Source: an optimization exercise on an open RTL-to-GDS flow (aim: small area and a short achievable clock period). Production flows keep margins and buffers that such runs may drop. No functional check of the RTL was part of any run shown here. Power figures rest on the tool's default switching activity, not on a simulated workload.

==> flow/design.v, too long to show whole: its modules and the start of the top module <==
// module logical: 93 lines
// module arithmetic: 151 lines
// module multiplier: 913 lines
// module ALU: 49 lines
module ALU(
input clk,
input [15:0] a, b,
input [3*8:0] op,
output [31:0] out
    );
  // ...
==> flow/flow/run.sh <==
#!/bin/bash
# Layout flow: the standard ORFS flow, with
#  - the generated multiplier, adder and result-select modules mapped gate for gate onto
#    cells (flow/map_cells.py) before synthesis, so Yosys keeps their structure as written;
#  - small port buffers, a small clock tree without dummy loads, and an optional
#    timing-repair slack target.
set -euo pipefail
MARGIN=$(cat flow/margin.txt 2>/dev/null || echo 0)
BUF=$(cat flow/portbuf.txt 2>/dev/null || echo sky130_fd_sc_hd__buf_2)
CTS=$(cat flow/cts_args.txt 2>/dev/null || echo "-sink_clustering_enable -repair_clock_nets")
python3 flow/map_cells.py design.v design_mapped.v > map_cells.log 2>&1
bash standard.sh "VERILOG_FILES=$PWD/design_mapped.v" "BUFFER_PORTS_ARGS=-buffer_cell $BUF" \
  "SETUP_SLACK_MARGIN=$MARGIN" "CTS_ARGS=$CTS" finish > standard.log 2>&1
==> flow/flow/cts_args.txt <==
-buf_list sky130_fd_sc_hd__clkbuf_4 -root_buf sky130_fd_sc_hd__clkbuf_8 -sink_clustering_enable -sink_clustering_size 8 -sink_clustering_max_diameter 60 -dont_use_dummy_load -repair_clock_nets
==> flow/flow/map_cells.py <==
#!/usr/bin/env python3
"""Maps the generated modules of design.v (multiplier, arithmetic, logical) gate for gate onto sky130
cells before synthesis. In those modules each gate is one assign driving a net named KIND_N
(KIND_N_s / KIND_N_c for the sum and carry of an adder); KIND names the cell. Other lines are
kept; the multiplier's product register becomes dfxtp cells named as Yosys names them.
usage: map_cells.py design.v out.v"""
import re, sys

CELL = {
    'inv': ('inv_1', ['A'], ['Y']),
    'nand2': ('nand2_1', ['A', 'B'], ['Y']),
    'nor2': ('nor2_1', ['A', 'B'], ['Y']),
    'fa': ('fa_1', ['A', 'B', 'CIN'], ['SUM', 'COUT']),
    'ha': ('ha_1', ['A', 'B'], ['SUM', 'COUT']),
    'xor2': ('xor2_1', ['A', 'B'], ['X']),
    'xnor2': ('xnor2_1', ['A', 'B'], ['Y']),
    'a21oi': ('a21oi_1', ['A1', 'A2', 'B1'], ['Y']),
    'o21ai': ('o21ai_1', ['A1', 'A2', 'B1'], ['Y']),
    'a222oi': ('a222oi_1', ['A1', 'A2', 'B1', 'B2', 'C1', 'C2'], ['Y']),
    'a22oi': ('a22oi_1', ['A1', 'A2', 'B1', 'B2'], ['Y']),
    'nand3': ('nand3_1', ['A', 'B', 'C'], ['Y']),
    'and2': ('and2_1', ['A', 'B'], ['X']),
    'and2b': ('and2b_1', ['A_N', 'B'], ['X']),
    'nor2b': ('nor2b_1', ['A', 'B_N'], ['Y']),
    'nor3': ('nor3_1', ['A', 'B', 'C'], ['Y']),
    'nor4': ('nor4_1', ['A', 'B', 'C', 'D'], ['Y']),
    'nand4': ('nand4_1', ['A', 'B', 'C', 'D'], ['Y']),
    'a21o': ('a21o_1', ['A1', 'A2', 'B1'], ['X']),
}
# drive strength by fanout inside the module: (fanout at least, cell)
SIZES = {
    'inv': [(4, 'inv_2'), (8, 'inv_4')],
    'nand2': [(4, 'nand2_2')],
    'nor2': [(4, 'nor2_2'), (8, 'nor2_4')],
    'a21oi': [(4, 'a21oi_2'), (8, 'a21oi_4')],
    'o21ai': [(5, 'o21ai_2'), (9, 'o21ai_4')],
    'nor3': [(4, 'nor3_2'), (8, 'nor3_4')],
    'and2': [(4, 'and2_2'), (8, 'and2_4')],
}
IDENT = r'[A-Za-z_][A-Za-z0-9_]*(?:\s*\[\s*\d+\s*\])?'
GATE = re.compile(r'\s*assign\s+((' + '|'.join(CELL) + r')(?:X(\d+))?_(\d+)(?:_([sc]))?)\s*=\s*([^;]*);\s*$')


def map_module(mod):
    gates = {}
    out = []
    for line in mod.split('\n'):
        m = GATE.match(line)
        if not m:
            out.append(line)
            continue
        lhs, kind, size, idx, part, rhs = m.groups()
        ins = []
        for t in re.findall(IDENT, rhs):
            t = re.sub(r'\s+', '', t)
            if t not in ins:
                ins.append(t)
        e = gates.get(idx)
        if e is None:
            e = gates[idx] = {'kind': kind, 'size': size, 'ins': None, 'outs': {}, 'pos': len(out)}
            out.append(None)
        if part in (None, 's'):
            e['ins'] = ins
        e['outs'][part] = lhs
    fanout = {}
    for e in gates.values():
        for s in e['ins']:
            fanout[s] = fanout.get(s, 0) + 1
    for line in out:
        if line is not None and not line.lstrip().startswith('sky130'):
            for t in re.findall(IDENT, line):
                fanout[t] = fanout.get(t, 0) + 1
    for idx, e in gates.items():
        cell, ip, op = CELL[e['kind']]
        outs0 = list(e['outs'].values())
        fo = max(fanout.get(o, 0) for o in outs0)
        for lim, big in SIZES.get(e['kind'], []):
            if fo >= lim:
                cell = big
        if e['size']:
            cell = cell.rsplit('_', 1)[0] + '_' + e['size']
        assert len(e['ins']) == len(ip), (idx, e)
        outs = [e['outs'][None]] if None in e['outs'] else [e['outs']['s'], e['outs']['c']]
        pins = [f'.{p}({s})' for p, s in zip(ip, e['ins'])] + \
               [f'.{p}({s})' for p, s in zip(op, outs)]
        out[e['pos']] = f'sky130_fd_sc_hd__{cell} g{idx} (' + ', '.join(pins) + ');'
    text = '\n'.join(out)
    m = re.search(r'always\s*@\s*\(\s*posedge\s+clk\s*\)\s*C\s*<=\s*prod\s*;', text)
    if m:
        regs = '\n'.join(f'sky130_fd_sc_hd__dfxtp_1 \\C[{c}]$_DFF_P_  (.CLK(clk), .D(prod[{c}]), .Q(C[{c}]));'
                         for c in range(32))
        text = text[:m.start()] + regs + text[m.end():]
        text = re.sub(r'output\s+reg\s+\[31:0\]\s*C', 'output [31:0] C', text)
    return text, len(gates)


src = open(sys.argv[1]).read()
total = 0
for name in ('multiplier', 'arithmetic', 'logical'):
    m = re.search(r'module\s+' + name + r'\s*\(.*?\bendmodule\b', src, re.S)
    if m:
        text, n = map_module(m.group(0))
        src = src[:m.start()] + text + src[m.end():]
        total += n
open(sys.argv[2], 'w').write(src)
print(f'mapped {total} gates', file=sys.stderr)
==> flow/standard.sh <==
#!/bin/bash
# synth_recipe.tcl (not shown) runs the flow's synth.tcl, then flattens the netlist and writes it again
# the make line also repeats each setting of config.mk as NAME=value (left out here)
make -C /OpenROAD-flow-scripts/flow DESIGN_CONFIG=/design/flow/config.mk WORK_HOME=/design/flow/orfs CLKGATE_MAP_FILE= SYNTH_SCRIPT=/design/flow/synth_recipe.tcl "${@:-finish}"
==> flow/config.mk <==
export PLATFORM = sky130hd
export DESIGN_NAME = ALU
export DESIGN_NICKNAME = ALU
export VERILOG_FILES = /design/flow/design.v
export SDC_FILE = /design/flow/constraint.sdc
export NUM_CORES = 4
export LEC_CHECK = 0
export CAP_MARGIN = 20
export CORE_MARGIN = 2
export CORE_UTILIZATION = 40
export SLEW_MARGIN = 20
==> flow/constraint.sdc <==
create_clock -name core_clock -period 28.0 [get_ports {clk}]
set_input_delay 5.6000 -clock core_clock [delete_from_list [all_inputs] [get_ports {clk}]]
set_output_delay 5.6000 -clock core_clock [all_outputs]
set_load 0.01 [all_outputs]
==> impl_metrics.tcl, run 1 <==
set metrics [dict create \
    core_area_mm2 0.0226 \
    comb_power_share_pct 41.3 \
    synth_ff_type "dfxtp_1" \
    final.setup.worst_slack_ns 13.66 \
    synth_top_area_share_pct 44.5 \
    syn_inst 999 \
    switching_power_uw 63.7 \
    syn2layout_area_growth_pct 8.69 \
    yosysWarnings 0 \
    worstHoldEndpoint "M.C[0]$_DFF_P_" \
    path_clk_slew_ns 0.07 \
    worst-path-buf-inv 2 \
    grt_util_met3_pct 4.25 \
    power_leader "combinational cells" \
    dr_wl_met3_mm 2.53 \
    synth_fa_ha_area_share_pct 46.6 \
    period_needed_ns 14.34 \
    run_status "timing/DRC/antenna clean" \
    wl_mm 28.3 \
    path_max_fanout 16 \
    grt_util_met2_pct 38.9 \
    initial_core_util_pct 40.7 \
    layout_common_cells "285 x nor2_1, 204 x fa_1, 89 x buf_2" \
    inv_count 47 \
    grt_busiest_layer "met2" \
    drtIter0Drc 901 \
]
==> inputs of run 2 (changes only) <==
--- a/flow/config.mk
+++ b/flow/config.mk
@@ -5,6 +5,7 @@
 export SDC_FILE = /design/flow/constraint.sdc
 export NUM_CORES = 4
 export LEC_CHECK = 0
+export ABC_CLOCK_PERIOD_IN_PS = 1500
 export CAP_MARGIN = 20
 export CORE_MARGIN = 2
 export CORE_UTILIZATION = 40
==> run 2 against run 1 <==
Non-clock buffer count unchanged. First-iteration DRC count unchanged. Final area unchanged. Count of clock-buffer cells in the layout unchanged. Worst setup slack unchanged. Critical path depth unchanged. Sequential power about the same. Area after synthesis unchanged. Die area unchanged. Hold slack unchanged. Sequential share of layout area unchanged.
==> impl_metrics.tcl, run 2 <==
set metrics [dict create \
    routedWlPerCell_um 20.8 \
    yosysWarnings 0 \
    dp_hpwl_mm 21.5 \
    path_clk_slew_ns 0.07 \
    cts_made_buffers 5 \
    routabilityCongestion 0.920 \
    final_common_cell "nor2_1" \
    synthArstFlopShare_pct 0 \
    syn_area_mm2 0.00919 \
    synth_seq_cells 32 \
    clockBufferDepth 2 \
    crit_required_ns 22.40 \
    layout_common_cells "285 x nor2_1, 204 x fa_1, 89 x buf_2" \
    grt_first_pass_wirelength_mm 45.6 \
    crit_top_cell "buf_2" \
    cp_cell_sequence "buf_2 > or3_4 > or4b_4 > or4_4 > a211oi_4 > a222oi_1 > xor2_1 > nand4_1 > buf_2" \
    final_nets 1356 \
    grt-ovfl-total 0 \
    core_area_mm2 0.0226 \
    regArea_um2 641 \
    yosysTopAreaCell "fa_1" \
    drv_slew 0 \
    multi_input_area_mm2 0.00823 \
    comb_power_share_pct 41.3 \
    wl_mm 28.3 \
    antenna_found_initial 0 \
    clock_power_share_pct 26.7 \
    largest_reg_flops 32 \
    synth_fp_nets 1277 \
    fmax_mhz 69.7 \
    port-buffer-count 89 \
    grt_start_max_net_pins 20 \
    drc_errors 0 \
    root_buffer "clkbuf_8" \
    viasPerCell 5.87 \
    hold_viol 0 \
    setup.worst_path.end "out[15]" \
    slew_headroom_pct 30.5 \
    core.rowCount 55 \
    p_int_uw 78.5 \
    synth_ff_type "dfxtp_1" \
    rsz0062_at_grt "false" \
    ys_seq_area_share_pct 6.97 \
    period_needed_ns 14.34 \
    worstHoldPathCells 3 \
    first_global_vias 8410 \
    switching_power_uw 63.7 \
    cp-startpoint "op[24]" \
    initial_core_util_pct 40.7 \
    worstSetupEndpointType "primary output" \
    vias 7989 \
    cts_tree "yes" \
    diodes 0 \
    dr.pass1.iters 7 \
    grt_util_all_layers_pct 24.2 \
    crit_path_max_incr_delay_ns 0.78 \
    reg_top3 "M.C: 32 flops" \
    drive_above_1_share_pct 15.8 \
    total_power_uw 142 \
    antenna_left 0 \
    start_kind "primary input" \
    cts_hold_buf 0 \
    fillCellCount 2253 \
    io_pins 90 \
    netlist_top_cells_count "287 x nor2_1, 204 x fa_1, 66 x xor2_1" \
    vdd_drop_max_v 0.0000137 \
    drv_cap 0 \
    die_h_um 156 \
    synth.avg_cell_area_um2 9.19 \
    post-route-period-util_pct 51.2 \
    cts_resized 0 \
    power_frac_seq_pct 32.0 \
    run_status "timing/DRC/antenna clean" \
    switching_share_pct 44.8 \
    syn_inst 999 \
    die_w_um 156 \
    synth.most_common_cell "nor2_1" \
    worst_pin_slew_ns 1.03 \
    ys_types 51 \
    post_cts_buffers 0 \
    cp_slowest_cell "a211oi_4" \
    tns_ns 0 \
    dieArea_mm2 0.0242 \
    synth-edff-count 0 \
    synth_top_area_share_pct 44.5 \
    regMostFlops "M.C" \
    clock_sinks 32 \
    leakage_uw 0.00503 \
    ys_top_cells_by_area "fa_1 44%, nor2_1 12%, dfxtp_1 7.0%, xor2_1 6.3%, xnor2_1 3.8%" \
    htreeDepth 2 \
    crit_type "primary input to primary output" \
    drtIter0Drc 901 \
    p_per_area_mw_per_mm2 14.2 \
    hp-class "primary input to flop" \
    path_max_fanout 16 \
    arrival_ns 8.74 \
    setup_viol 0 \
    syn2layout_area_growth_pct 8.69 \
]
[run 2: worst min-delay path by stage]
stage | end | from | slack (ns)
6_report | M.C[0]$_DFF_P_ | a[0] | 5.73
2_1_floorplan | M.C[0]$_DFF_P_ | a[0] | 5.77
3_5_place_dp | M.C[0]$_DFF_P_ | a[0] | 6.07
5_1_grt | M.C[0]$_DFF_P_ | a[0] | 5.78
3_3_place_gp | M.C[0]$_DFF_P_ | a[0] | 6.06
4_1_cts | M.C[0]$_DFF_P_ | a[0] | 5.74
[run 2: per-stage QoR]
stage | cell area, um^2 | setup WS (ns) | std cells | util (%) | hold slack, ns
CTS | 9970 | 13.71 | 1361 | 44.2 | 5.74
floorplan | 9190 | 13.84 | 999 | - | 5.77
global placement | 9890 | 13.47 | 1356 | 43.8 | 6.06
detailed placement | 9900 | 13.73 | 1356 | 43.9 | 6.07
finish | 9980 | 13.66 | 1361 | 44.2 | 5.73
global route | 9980 | 13.60 | 1361 | 44.2 | 5.78
[run 2: worst max-delay path, delay by kind of cell]
family / cells / cell delay (ns)
simple gates: 4 / 1.63
buf+inv: 2 / 0.28
xor+xnor: 1 / 0.23
compound gates: 2 / 0.98
[run 2: power by group through the flow]
stage / clock network (uW) / logic, uW / registers (uW)
floorplan: 0 / 37.0 / 46.5
global placement: 0 / 57.4 / 46.5
detailed placement: 0 / 57.1 / 46.5
CTS: 39.2 / 57.5 / 45.5
global route: 39.9 / 63.4 / 45.5
finish: 38.0 / 58.8 / 45.5
[run 2: layer usage]
layer	global-route usage (%)	up-vias	wire length [um]
met2	38.9	411	13300
met4	8.08	0	872
met1	33.3	4031	11600
li1	-	3483	-
met3	4.25	64	2530
met5	0	-	0
[run 2: cell type report]
type                    instances  share of cell area, %
well taps                     285                   3.57
multi-input cells             900                   82.5
repair buffers                 92                   4.69
flip-flops and latches         32                   6.42
clock buffers                   5                  0.689
inverters                      47                   2.17
[run 2: logic make-up after synthesis]
family                   count (synthesis)  share of synthesized area, %
adder cells (fa/ha/maj)                220                          46.6
AND/OR/NAND/NOR                        450                          22.4
buffers and inverters                   67                          3.88
XOR/XNOR                               106                          10.1
AO/OA/AOI/OAI                          124                          10.0
flip-flops                              32                          6.97

static timing again, ports no longer ideal:
Ports are ideal in the flow. The routed layouts listed here were re-timed in OpenROAD.
Step 1: set_driving_cell puts a clkbuf_16 on clk and a buf_2 on each other input, an assumption about the parent block.
Step 2 times the ports against the registers' clock, not the clock port: input delays grow and output delays shrink by t, the midpoint of the rising clock arrivals with the driver on.
Slacks: no drivers / after step 1 / after step 2; pairs: no drivers / after step 1.
run | shift t [ns] | setup WS [ns] | worst setup path after step 2 | slew at the worst register clock pin (ns)
run 1 | 0.349 | 13.655 / 13.632 / 13.632 | input to output | 0.09 / 0.09
run 2 | 0.349 | 13.655 / 13.632 / 13.632 | input to output | 0.09 / 0.09
After both steps setup and hold are still met in every run listed.
